What follows belongs to an exercise in optimizing a design on an open flow for small area, a short achievable clock period and few clock cycles; a production flow would make more cautious choices.
RTL that was checked went through simulation tests only; none was proved equivalent to the original.
No activity file was given, so power comes from the tool's default toggle rates.

==> run a <==
Design flappy_cpu, start of the top module:
module flappy_cpu(
    input         clk,
    input         rst,
    input         button,
    output [19:0] imem_addr,
    input  [31:0] imem_rdata,
    output [11:0] dmem_addr,
    output [31:0] dmem_wdata,
    output        dmem_we,
    input  [31:0] dmem_rdata,
    output [31:0] led,
    output        halted);
   reg [31:2] pc;         
   reg [31:0] ir;         
   reg        ec_e;       
   reg [31:2] pc_e;       
   reg        pred_e;     
   reg        v_e;        
   reg        halted_r;
   reg [31:0] led_r;
   reg [31:0] res_m;      
   reg [31:0] sd_m;       
   reg [31:0] m2_m;       
   reg [31:0] m3_m;
   reg [13:0] t31_m;      
   reg [4:0]  rd_m;
   reg        wb_m;       
   reg        ld_m;
   reg        lbu_m;
   reg        st_m;
   reg        mul_m;
   wire [4:0] opc = ir[6:2];
   wire [2:0] f3  = ir[14:12];
   wire is_load  = opc == 5'b00000;
   wire is_opi   = opc == 5'b00100;
   wire is_auipc = opc == 5'b00101;
   wire is_store = opc == 5'b01000;
   wire is_op    = opc == 5'b01100;
   wire is_lui   = opc == 5'b01101;
   wire is_br    = opc == 5'b11000;
   wire is_jalr  = opc == 5'b11001;
   wire is_jal   = opc == 5'b11011;
   wire is_ecall = ec_e;
   wire is_mul   = is_op & ir[25];
   wire [4:0] ra1 = ir[19:15];
   wire [4:0] ra2 = ir[24:20];
   wire [4:0] rd  = ir[11:7];
   wire use1 = ~(is_lui | is_auipc | is_jal);
   wire use2 = is_op | is_store | is_br | is_ecall;
   wire writes_rd = is_load | is_opi | is_op | is_auipc | is_lui | is_jal | is_jalr;
   wire [31:0] imm_i = {{20{ir[31]}}, ir[31:20]};
  ...
export LEC_CHECK = 0
export CAP_MARGIN = 20
export CORE_MARGIN = 2
export CORE_UTILIZATION = 55
export PLACE_DENSITY = 0.7
export SLEW_MARGIN = 20
create_clock -name core_clock -period 25.0 [get_ports {clk}]
standard.sh (not shown) runs the stock make flow with config.mk's settings and CLKGATE_MAP_FILE= SYNTH_SCRIPT=/design/flow/synth_recipe.tcl, a recipe that flattens the netlist after the stock synthesis.
==> flow/flow/run.sh <==
#!/bin/bash
set -euo pipefail
ARGS=(SETUP_SLACK_MARGIN=18.4 "BUFFER_PORTS_ARGS=-buffer_cell sky130_fd_sc_hd__buf_4")
bash standard.sh "${ARGS[@]}" cts > standard_to_cts.log 2>&1
bash standard.sh "${ARGS[@]}" SKIP_GATE_CLONING=1 finish > standard_finish.log 2>&1
==> run b (differences from run a) <==
--- a/flow/design.v
+++ b/flow/design.v
@@ -967,44 +967,50 @@
    wire [4:0] if_op  = imem_rdata[6:2];
    wire if_use1 = ~((if_op == 5'b01101) | (if_op == 5'b00101) | (if_op == 5'b11011));
    wire if_use2 = (if_op == 5'b01100) | (if_op == 5'b01000) | (if_op == 5'b11000) | if_ec;
    wire wb_next = go & writes_rd & (rd != 5'd0);
    wire if_m1   = wb_next & (if_ir[19:15] == rd);
    wire if_m2   = wb_next & (if_ir[24:20] == rd);
    wire if_dep  = (is_load | is_mul) & ((if_use1 & if_m1) | (if_use2 & if_m2));
-   wire        if_pred = (imem_rdata[6:2] == 5'b11000) & (&{imem_rdata[31:26], imem_rdata[7]});
-   wire [4:0]  if_lo   = {1'b0, pc[5:2]} + {1'b0, imem_rdata[25], imem_rdata[11:9]};
-   wire [31:6] pc_hi_m1 = pc[31:6] - 26'd1;
-   wire [31:2] if_tgt  = {if_lo[4] ? pc[31:6] : pc_hi_m1, if_lo[3:0]};
+   wire        if_pred = (imem_rdata[6:2] == 5'b11000) & (&{imem_rdata[31:28], imem_rdata[7]});
+   wire [6:0]  if_lo   = {1'b0, pc[7:2]} + {1'b0, imem_rdata[27:25], imem_rdata[11:9]};
+   wire [31:8] pc_hi_m1 = pc[31:8] - 24'd1;
+   wire [31:2] if_tgt  = {if_lo[6] ? pc[31:8] : pc_hi_m1, if_lo[5:0]};
    always @(posedge clk) begin
       if (rst) begin
          pc       <= 30'd0;
          v_e      <= 1'b0;
          halted_r <= 1'b0;
          led_r    <= 32'd0;
       end else if (!halted_r) begin
          if (halt_now) begin
             halted_r <= 1'b1;
             v_e      <= 1'b0;
-         end else begin
-            pc  <= redirect ? target : (stall ? pc_e : (if_pred ? if_tgt : pc + 30'd1));
-            v_e <= ~(redirect | stall);
+         end else if (!stall) begin
+            pc  <= redirect ? target : (if_pred ? if_tgt : pc + 30'd1);
+            v_e <= ~redirect;
          end
          if (led_now)
             led_r <= b2;
       end
-      ir     <= if_ir;
-      ec_e   <= if_ec;
-      pc_e   <= pc;
-      pred_e <= if_pred;
-      s1_e   <= if_s1[31:1];
-      s2_e   <= if_s2[31:1];
-      fw1_e  <= if_m1;
-      fw2_e  <= if_m2;
-      dep_e  <= if_dep;
+      if (!stall) begin
+         ir     <= if_ir;
+         ec_e   <= if_ec;
+         pc_e   <= pc;
+         pred_e <= if_pred;
+         s1_e <= if_s1[31:1];
+         s2_e <= if_s2[31:1];
+         fw1_e  <= if_m1;
+         fw2_e  <= if_m2;
+         dep_e  <= if_dep;
+      end else begin
+         fw1_e  <= 1'b0;
+         fw2_e  <= 1'b0;
+         dep_e  <= 1'b0;
+      end
    end
    wire issue = go & ~halted_r & ~rst;
    always @(posedge clk) begin
       res_m <= res;
       sd_m  <= is_mul ? mul_r1 : b2;
       m2_m  <= mul_r2;
       m3_m  <= mul_r3;
==> flow/run.sh (new file) <==
#!/bin/bash
# synth_recipe.tcl (not shown) runs the flow's synth.tcl, then flattens the netlist and writes it again
# the make line also repeats each setting of config.mk as NAME=value (left out here)
make -C /OpenROAD-flow-scripts/flow DESIGN_CONFIG=/design/flow/config.mk WORK_HOME=/design/flow/orfs CLKGATE_MAP_FILE= SYNTH_SCRIPT=/design/flow/synth_recipe.tcl finish
PLACE_DENSITY = not set   (was 0.7)
removed: flow/flow/run.sh
removed: flow/standard.sh
==> run c (differences from run a) <==
--- a/flow/design.v
+++ b/flow/design.v
@@ -901,18 +901,18 @@
       r1 = 32'd0;
       r2 = 32'd0;
       for (k = 1; k < 32; k = k + 1) begin
          r1 = r1 | (rv[k] & {32{s1_e[k]}});
          r2 = r2 | (rv[k] & {32{s2_e[k]}});
       end
    end
-   reg fw1_e, fw2_e, dep_e;
-   wire [31:0] a  = fw1_e ? res_m : r1;
-   wire [31:0] b2 = fw2_e ? res_m : r2;
-   wire stall = v_e & dep_e;
+   wire [31:0] a  = (wb_m && rd_m == ra1) ? res_m : r1;
+   wire [31:0] b2 = (wb_m && rd_m == ra2) ? res_m : r2;
+   wire stall = v_e & wb_m & (ld_m | mul_m) &
+                ((use1 & (rd_m == ra1)) | (use2 & (rd_m == ra2)));
    wire [31:0] b = (is_op | is_br) ? b2 : (is_store ? imm_s : imm_i);
    wire sub = is_br | ((is_op | is_opi) & (f3[2:1] == 2'b01)) | (is_op & ir[30] & (f3 == 3'b000));
    wire [31:0] sum = a + (sub ? ~b : b) + {31'd0, sub};
    wire lt_s = (a[31] ^ b[31]) ? a[31] : sum[31];
    wire lt_u = (a[31] ^ b[31]) ? b[31] : sum[31];
    wire eq   = (a == b);
    wire        left = ~f3[2];
@@ -960,51 +960,43 @@
    wire a7_34    = (a == 32'd34);
    wire halt_now = go & is_ecall & ~a7_34;
    wire led_now  = go & is_ecall & a7_34;
    wire if_ec = (imem_rdata[6:2] == 5'b11100) & ~imem_rdata[21];
    wire [31:0] if_ir = imem_rdata | {8'd0, if_ec, 1'b0, if_ec, 1'b0, if_ec, 3'd0, if_ec, 15'd0};
    wire [31:0] if_s1 = 32'd1 << if_ir[19:15];
    wire [31:0] if_s2 = 32'd1 << if_ir[24:20];
-   wire [4:0] if_op  = imem_rdata[6:2];
-   wire if_use1 = ~((if_op == 5'b01101) | (if_op == 5'b00101) | (if_op == 5'b11011));
-   wire if_use2 = (if_op == 5'b01100) | (if_op == 5'b01000) | (if_op == 5'b11000) | if_ec;
-   wire wb_next = go & writes_rd & (rd != 5'd0);
-   wire if_m1   = wb_next & (if_ir[19:15] == rd);
-   wire if_m2   = wb_next & (if_ir[24:20] == rd);
-   wire if_dep  = (is_load | is_mul) & ((if_use1 & if_m1) | (if_use2 & if_m2));
-   wire        if_pred = (imem_rdata[6:2] == 5'b11000) & (&{imem_rdata[31:26], imem_rdata[7]});
-   wire [4:0]  if_lo   = {1'b0, pc[5:2]} + {1'b0, imem_rdata[25], imem_rdata[11:9]};
-   wire [31:6] pc_hi_m1 = pc[31:6] - 26'd1;
-   wire [31:2] if_tgt  = {if_lo[4] ? pc[31:6] : pc_hi_m1, if_lo[3:0]};
+   wire        if_pred = (imem_rdata[6:2] == 5'b11000) & (&{imem_rdata[31:28], imem_rdata[7]});
+   wire [6:0]  if_lo   = {1'b0, pc[7:2]} + {1'b0, imem_rdata[27:25], imem_rdata[11:9]};
+   wire [31:8] pc_hi_m1 = pc[31:8] - 24'd1;
+   wire [31:2] if_tgt  = {if_lo[6] ? pc[31:8] : pc_hi_m1, if_lo[5:0]};
    always @(posedge clk) begin
       if (rst) begin
          pc       <= 30'd0;
          v_e      <= 1'b0;
          halted_r <= 1'b0;
          led_r    <= 32'd0;
       end else if (!halted_r) begin
          if (halt_now) begin
             halted_r <= 1'b1;
             v_e      <= 1'b0;
-         end else begin
-            pc  <= redirect ? target : (stall ? pc_e : (if_pred ? if_tgt : pc + 30'd1));
-            v_e <= ~(redirect | stall);
+         end else if (!stall) begin
+            pc  <= redirect ? target : (if_pred ? if_tgt : pc + 30'd1);
+            v_e <= ~redirect;
          end
          if (led_now)
             led_r <= b2;
       end
-      ir     <= if_ir;
-      ec_e   <= if_ec;
-      pc_e   <= pc;
-      pred_e <= if_pred;
-      s1_e   <= if_s1[31:1];
-      s2_e   <= if_s2[31:1];
-      fw1_e  <= if_m1;
-      fw2_e  <= if_m2;
-      dep_e  <= if_dep;
+      if (!stall) begin
+         ir     <= if_ir;
+         ec_e   <= if_ec;
+         pc_e   <= pc;
+         pred_e <= if_pred;
+         s1_e <= if_s1[31:1];
+         s2_e <= if_s2[31:1];
+      end
    end
    wire issue = go & ~halted_r & ~rst;
    always @(posedge clk) begin
       res_m <= res;
       sd_m  <= is_mul ? mul_r1 : b2;
       m2_m  <= mul_r2;
       m3_m  <= mul_r3;
==> flow/flow/run.sh (replaced) <==
#!/bin/bash
set -euo pipefail
bash standard.sh SETUP_SLACK_MARGIN=18.4 finish > standard_flow.log 2>&1
CORE_UTILIZATION = 40   (was 55)
PLACE_DENSITY = not set   (was 0.7)
==> results.txt <==
- The flow ran to the end and the layout has no timing, DRC or antenna violations.
- The total power is 0.0101 W.
- The via count of the first global-routing pass is 71.8k.
- The synthesized area per cell is 10.1 um2.
- The summed instance area of the synthesized netlist is 79300 um2.
- The internal power is 0.00564 W.
- For this design the total switching power over the nets is 0.00448 W.
- The data arrival time of the worst path is 7.52 ns.
- The number of instances on the worst hold path is 0.
- For met3 alone, demand over resource in global routing was 0.321.
- The die extent in x is 384 um.
-- figures above: run a

==> results.txt <==
- The analysis attributes to net switching a power of 0.00457 W.
- The synthesized area per cell is 10.3 um2.
- The run finished with no timing, DRC or antenna violations.
- The area fraction in compound gates after synthesis came to 0.255.
- The internal power of the cells totals 0.00555 W.
- The number of instances on the worst hold path is 2.
- The via count of the first global-routing pass is 71.9k.
- The power dissipated in the clock network is 0.00224 W.
- The summed instance area of the synthesized netlist is 80100 um2.
- The data arrival time of the worst path is 9.26 ns.
- In this run, power in flip-flops and latches comes to 0.00296 W.
-- figures above: run b

==> results.txt <==
- The power group with the highest consumption is combinational cells.
- The data arrival time of the worst path is 7.51 ns.
- Across the run, the number of max-cap violations was 1.
- The top-area cell type share of the netlist area is 0.405.
- Dividing the synthesized area by the synthesized cell count gives 10.4 um2.
- The flow ran to the end, but the layout failed its checks.
- The post-synthesis to final-layout area growth is 18.2%.
- From left edge to right edge, the die measures 452 um.
- The final count of pins violating max slew came to 3.
- For met1 alone, demand over resource in global routing was 0.492.
- For this design the ratio of total power to cell area is 109 nW/um2.
- The number of instances on the worst hold path is 0.
- The summed instance area of the synthesized netlist is 80400 um2.
- The power in combinational cells is 0.00511 W.
- After layout, the design draws a total of 0.0103 W.
- The via count of the first global-routing pass is 73.0k.
- In this run the layout check failures are capacitance limit, slew limit.
- The met3 routing resource usage after global routing is 0.178.
-- figures above: run c

Testbench counts of run a, summed over its fixed seeds: cycles 135,499.
Testbench counts of run b, summed over its fixed seeds: cycles 135,073.
The RTL of run c was laid out without a check of its function.

==> what the ideal ports hide <==
Ports are ideal in the flow. The routed layouts listed here were re-timed in OpenROAD. Step 1 sets driving cells, clkbuf_16 on the clock port and buf_2 on the other inputs (assumed; they add their load-dependent delay and slew). Step 2 moves the port delays by t, midway between the first and last clock arrival at a register: inputs arrive t later, outputs are due t later. That takes back most of the time a late clock gives input paths. Slacks: ideal / step 1 / step 2; pairs: ideal / step 1.
| run | shift t [ns] | setup slack, ns | worst setup path after step 2 | slew at the worst register clock pin (ns) | cell pins on the clock port's net |
|---|---|---|---|---|---|
| run a | 0.893 | 18.107 / 18.107 / 17.519 | input to register | 0.07 / 0.07 | 1 |
| run b | 0.881 | 16.414 / 16.414 / 16.262 | input to register | 0.07 / 0.07 | 1 |
| run c | 0.891 | 18.121 / 18.121 / 17.558 | input to register | 0.07 / 0.07 | 1 |
For run a, which loses most, drivers alone change the setup slack by 0.000 ns; drivers and shift together by -0.588 ns.
